From an optimization exercise on the open Yosys and OpenROAD flow, aimed at small area, a short achievable clock period and few clock cycles; shortcuts taken in it are not production practice.
Function was checked by simulation only, so behaviour that the tests miss may differ from the original.
Power figures rest on the tool's default switching activity, not on a simulated workload.

==> flow/design.v <==
module cpu(clk, reset, read_data, datapath_out, mem_cmd, mem_addr);
  input clk, reset;
  input [15:0] read_data;
  output [15:0] datapath_out;
  output reg [1:0] mem_cmd;   
  output reg [8:0] mem_addr;
  reg [15:0] R [0:7];
  reg [15:0] w1;        
  reg [2:0]  w1b;       
  reg [7:0]  w1a;       
  reg [7:0]  w1o;       
  reg        v1;        
  reg [15:0] ir;
  reg [2:0]  irb;       
  reg        sn, sl, sr, sa;  
  reg        oi, om, oa, on, ov;  
  reg        wd;        
  reg [2:0]  wn;        
  reg        ex;        
  reg        mo;        
  reg        fe;        
  reg        irv;       
  reg [15:0] A, B;
  reg [8:0]  ma;
  reg        mab;       
  reg        inflight;  
  reg        ldwb;      
  reg [2:0]  ld_rd;
  reg        halted;
  reg [8:0]  pc;        
  wire [2:0] opcode = ir[15:13];
  wire [1:0] op     = ir[12:11];
  wire [1:0] sh     = ir[4:3];
  wire is_ldr = opcode == 3'b011;
  wire is_str = opcode == 3'b100;
  wire is_hlt = opcode == 3'b111;
  wire exec   = ex;
  wire memop  = mo;
  wire [15:0] sb = ({16{sn}} & B) | ({16{sl}} & {B[14:0], 1'b0}) |
                   ({16{sr | sa}} & {1'b0, B[15:1]}) | {sa & B[15], 15'b0};
  wire [15:0] sum;
  pfx_add #(16) add16 (.a(A), .b(sb), .s(sum));
  reg [15:0] res;
  wire nl = ~ldwb;
  always_comb
    res = ({16{oi & nl}} & {{8{ir[7]}}, ir[7:0]}) | ({16{om & nl}} & sb) |
          ({16{oa & nl}} & sum) | ({16{on & nl}} & (A & sb)) | ({16{ov & nl}} & ~sb) |
          ({16{ldwb}} & read_data);
  wire       wr   = wd;
  wire [2:0] wnum = wn;
  wire        wx    = exec & wr;
  wire        we    = ldwb | wx;
  wire [2:0]  waddr = ldwb ? ld_rd : wnum;
  wire [15:0] wdata = res;
  always_ff @(posedge clk) begin
    if (we) R[waddr] <= wdata;
  end
  wire adv  = ~irv | exec;    
  wire take = ~v1 | adv;      
  wire fetch = fe;
  assign datapath_out = B;
  always_comb mem_addr = memop ? ma : pc;
  wire [2:0] sela = w1[10:8];
  wire [2:0] selb = w1b;
  wire hitxa = wx & (wnum == sela);
  wire hitxb = wx & (wnum == selb);
  wire hitla = ldwb & (ld_rd == sela);
  wire hitlb = ldwb & (ld_rd == selb);
  wire [7:0] oha = w1a;
  wire [7:0] ohb = w1o;
  reg [15:0] ra, rb;
  integer k;
  always_comb begin
    ra = 16'b0;
    rb = 16'b0;
    for (k = 0; k < 8; k = k + 1) begin
      ra = ra | ({16{oha[k]}} & R[k]);
      rb = rb | ({16{ohb[k]}} & R[k]);
    end
  end
  wire [8:0] ma_r;
  pfx_add #(9) addr_r (.a(ra[8:0]), .b({{4{w1[4]}}, w1[4:0]}), .s(ma_r));
  wire hla = ldwb & (ld_rd == ir[10:8]);
  wire hlb = ldwb & (ld_rd == irb);
  wire [8:0] ma_h;
  pfx_add #(9) addr_h (.a(A[8:0]), .b({{4{ir[4]}}, ir[4:0]}), .s(ma_h));
  always_ff @(posedge clk) begin
    if (adv) begin
      ir  <= w1;
      irb <= w1b;
      sn  <= w1[4:3] == 2'b00;
      sl  <= w1[4:3] == 2'b01;
      sr  <= w1[4:3] == 2'b10;
      sa  <= w1[4:3] == 2'b11;
      oi  <= w1[15:13] == 3'b110 && w1[12:11] == 2'b10;
      om  <= w1[15:13] == 3'b110 && w1[12:11] != 2'b10;
      oa  <= w1[15:13] != 3'b110 && w1[12:11] == 2'b00;
      on  <= w1[15:13] != 3'b110 && w1[12:11] == 2'b10;
      ov  <= w1[15:13] != 3'b110 && w1[11];
      wd  <= (w1[15:13] == 3'b110 && (w1[12:11] == 2'b10 || w1[12:11] == 2'b00)) ||
             (w1[15:13] == 3'b101 && w1[12:11] != 2'b01);
      wn  <= (w1[15:13] == 3'b110 && w1[12:11] == 2'b10) ? w1[10:8] : w1[7:5];
      A   <= (hitxa | hitla) ? res : ra;
      B   <= (hitxb | hitlb) ? res : rb;
      ma  <= ma_r;
      mab <= hitxa | hitla;
    end else begin
      if (hla) A <= read_data;
      if (hlb) B <= read_data;
      if (mab) ma <= ma_h;
      mab <= hla;
    end
    if (take) begin
      w1  <= read_data;
      w1b <= (read_data[14] | read_data[13]) ? read_data[2:0] : read_data[7:5];
      w1a <= 8'b1 << read_data[10:8];
      w1o <= 8'b1 << ((read_data[14] | read_data[13]) ? read_data[2:0] : read_data[7:5]);
    end
    ld_rd <= wnum;
  end
  wire mab_n = adv ? (hitxa | hitla) : hla;
  wire mem_n = adv ? (w1[15:13] == 3'b011 || w1[15:13] == 3'b100) : (is_ldr | is_str);
  wire [15:0] ir_n = adv ? w1 : ir;
  wire [15:0] w1_n = take ? read_data : w1;
  wire irv_n    = adv ? v1 : irv;
  wire v1_n     = take ? inflight : v1;
  wire ldwb_n   = memop & is_ldr;
  wire halted_n = halted | (exec & is_hlt);
  wire ex_n     = irv_n & ~ldwb_n & ~halted_n & ~(mab_n & mem_n);
  wire mo_n     = irv_n & ~ldwb_n & ~halted_n & ~mab_n & mem_n;
  wire wd_n     = adv ? ((w1[15:13] == 3'b110 && (w1[12:11] == 2'b10 || w1[12:11] == 2'b00)) ||
                         (w1[15:13] == 3'b101 && w1[12:11] != 2'b01)) : wd;
  wire [2:0] wn_n = adv ? ((w1[15:13] == 3'b110 && w1[12:11] == 2'b10) ? w1[10:8] : w1[7:5]) : wn;
  wire [8:0] pc_n = fetch ? pc + 9'd1 : pc;
  wire stall_n  = (v1_n & fetch & ex_n & wd_n & (wn_n == w1_n[10:8]) &
                   (w1_n[15:13] == 3'b011 || w1_n[15:13] == 3'b100)) |
                  (v1_n & ldwb_n & (wn == ir_n[10:8]) & (ir_n[15:13] == 3'b011 || ir_n[15:13] == 3'b100));
  wire fe_n     = ~mo_n & ~halted_n & ~stall_n & ~(pc_n[8] & (fetch | v1_n | irv_n));
  always_ff @(posedge clk) begin
    if (reset) begin
      pc       <= 9'd0;
      v1       <= 1'b0;
      irv      <= 1'b0;
      inflight <= 1'b0;
      ldwb     <= 1'b0;
      halted   <= 1'b0;
      ex       <= 1'b0;
      mo       <= 1'b0;
      fe       <= 1'b1;
      mem_cmd  <= 2'b01;
    end else begin
      fe       <= fe_n;
      mem_cmd  <= mo_n ? ((ir_n[15:13] == 3'b100) ? 2'b10 : 2'b01) : (fe_n ? 2'b01 : 2'b00);
      ex <= ex_n;
      mo <= mo_n;
      if (fetch) pc <= pc + 9'd1;
      inflight <= fetch;
      if (take) v1 <= inflight;
      if (adv) irv <= v1;
      ldwb <= memop & is_ldr;
      if (exec & is_hlt) halted <= 1'b1;
    end
  end
endmodule
module pfx_add #(parameter W = 16) (a, b, s);
  input  [W-1:0] a, b;
  output [W-1:0] s;
  parameter L = 4;  
  wire [W-1:0] g [0:L];
  wire [W-1:0] p [0:L];
  assign g[0] = a & b;
  assign p[0] = a ^ b;
  genvar k, i;
  generate
    for (k = 0; k < L; k = k + 1) begin : lvl
      for (i = 0; i < W; i = i + 1) begin : bit_
        if (i >= (1 << k)) begin : c
          assign g[k+1][i] = g[k][i] | (p[k][i] & g[k][i-(1<<k)]);
          assign p[k+1][i] = p[k][i] & p[k][i-(1<<k)];
        end else begin : n
          assign g[k+1][i] = g[k][i];
          assign p[k+1][i] = p[k][i];
        end
      end
    end
  endgenerate
  assign s = p[0] ^ {g[L][W-2:0], 1'b0};
endmodule
Settings: LEC_CHECK=0, ABC_AREA=1, CAP_MARGIN=20, CORE_MARGIN=2, CORE_UTILIZATION=40, CTS_CLUSTER_DIAMETER=150, CTS_CLUSTER_SIZE=22, SETUP_SLACK_MARGIN=3.1, SLEW_MARGIN=20; clock period 6.0 ns.
run.sh (not shown) runs the stock make flow with config.mk's settings and CLKGATE_MAP_FILE= SYNTH_SCRIPT=/design/flow/synth_recipe.tcl, a recipe that flattens the netlist after the stock synthesis.
The starting point ran to the end with no violations.
Testbench counts at the start, summed over its fixed seeds: cycles 9,929.
Then changed:
SETUP_SLACK_MARGIN = 3.0   (was 3.1)
Result:
- global-route usage decreases by 0.20 points
- total power decreases by 2.1%
- via count decreases by 0.30%
- routed wire length decreases by 1.1%
- area after synthesis stays the same
- fmax decreases by 3.6%
- register-to-register slack loses 0.11 ns
- worst setup slack loses 0.11 ns

==> what the ideal ports hide <==
Ports are ideal in the flow. The routed layouts listed here were re-timed in OpenROAD.
Step 1 sets driving cells, clkbuf_16 on the clock port and buf_2 on the other inputs (assumed; they add their load-dependent delay and slew).
Step 2, shift: input delay + t, output delay - t, t = (earliest + latest rising clock arrival at the registers) / 2. This alone moves slack from input paths to output paths.
a / b / c = no drivers / after step 1 / after step 2; a / b = the first two.
run | t (ns) | setup slack, ns | clock arrival spread, ns | worst slew at a driven data input, ns
the first run | 0.554 | 3.147 / 3.133 / 2.760 | 0.035 / 0.034 | 0.07
the second run | 0.552 | 3.041 / 3.040 / 2.700 | 0.030 / 0.030 | 0.08
After both steps every run listed still meets setup and hold. The setup slack of the first run, which loses most, moves by -0.014 ns with the drivers and by -0.387 ns with both steps.
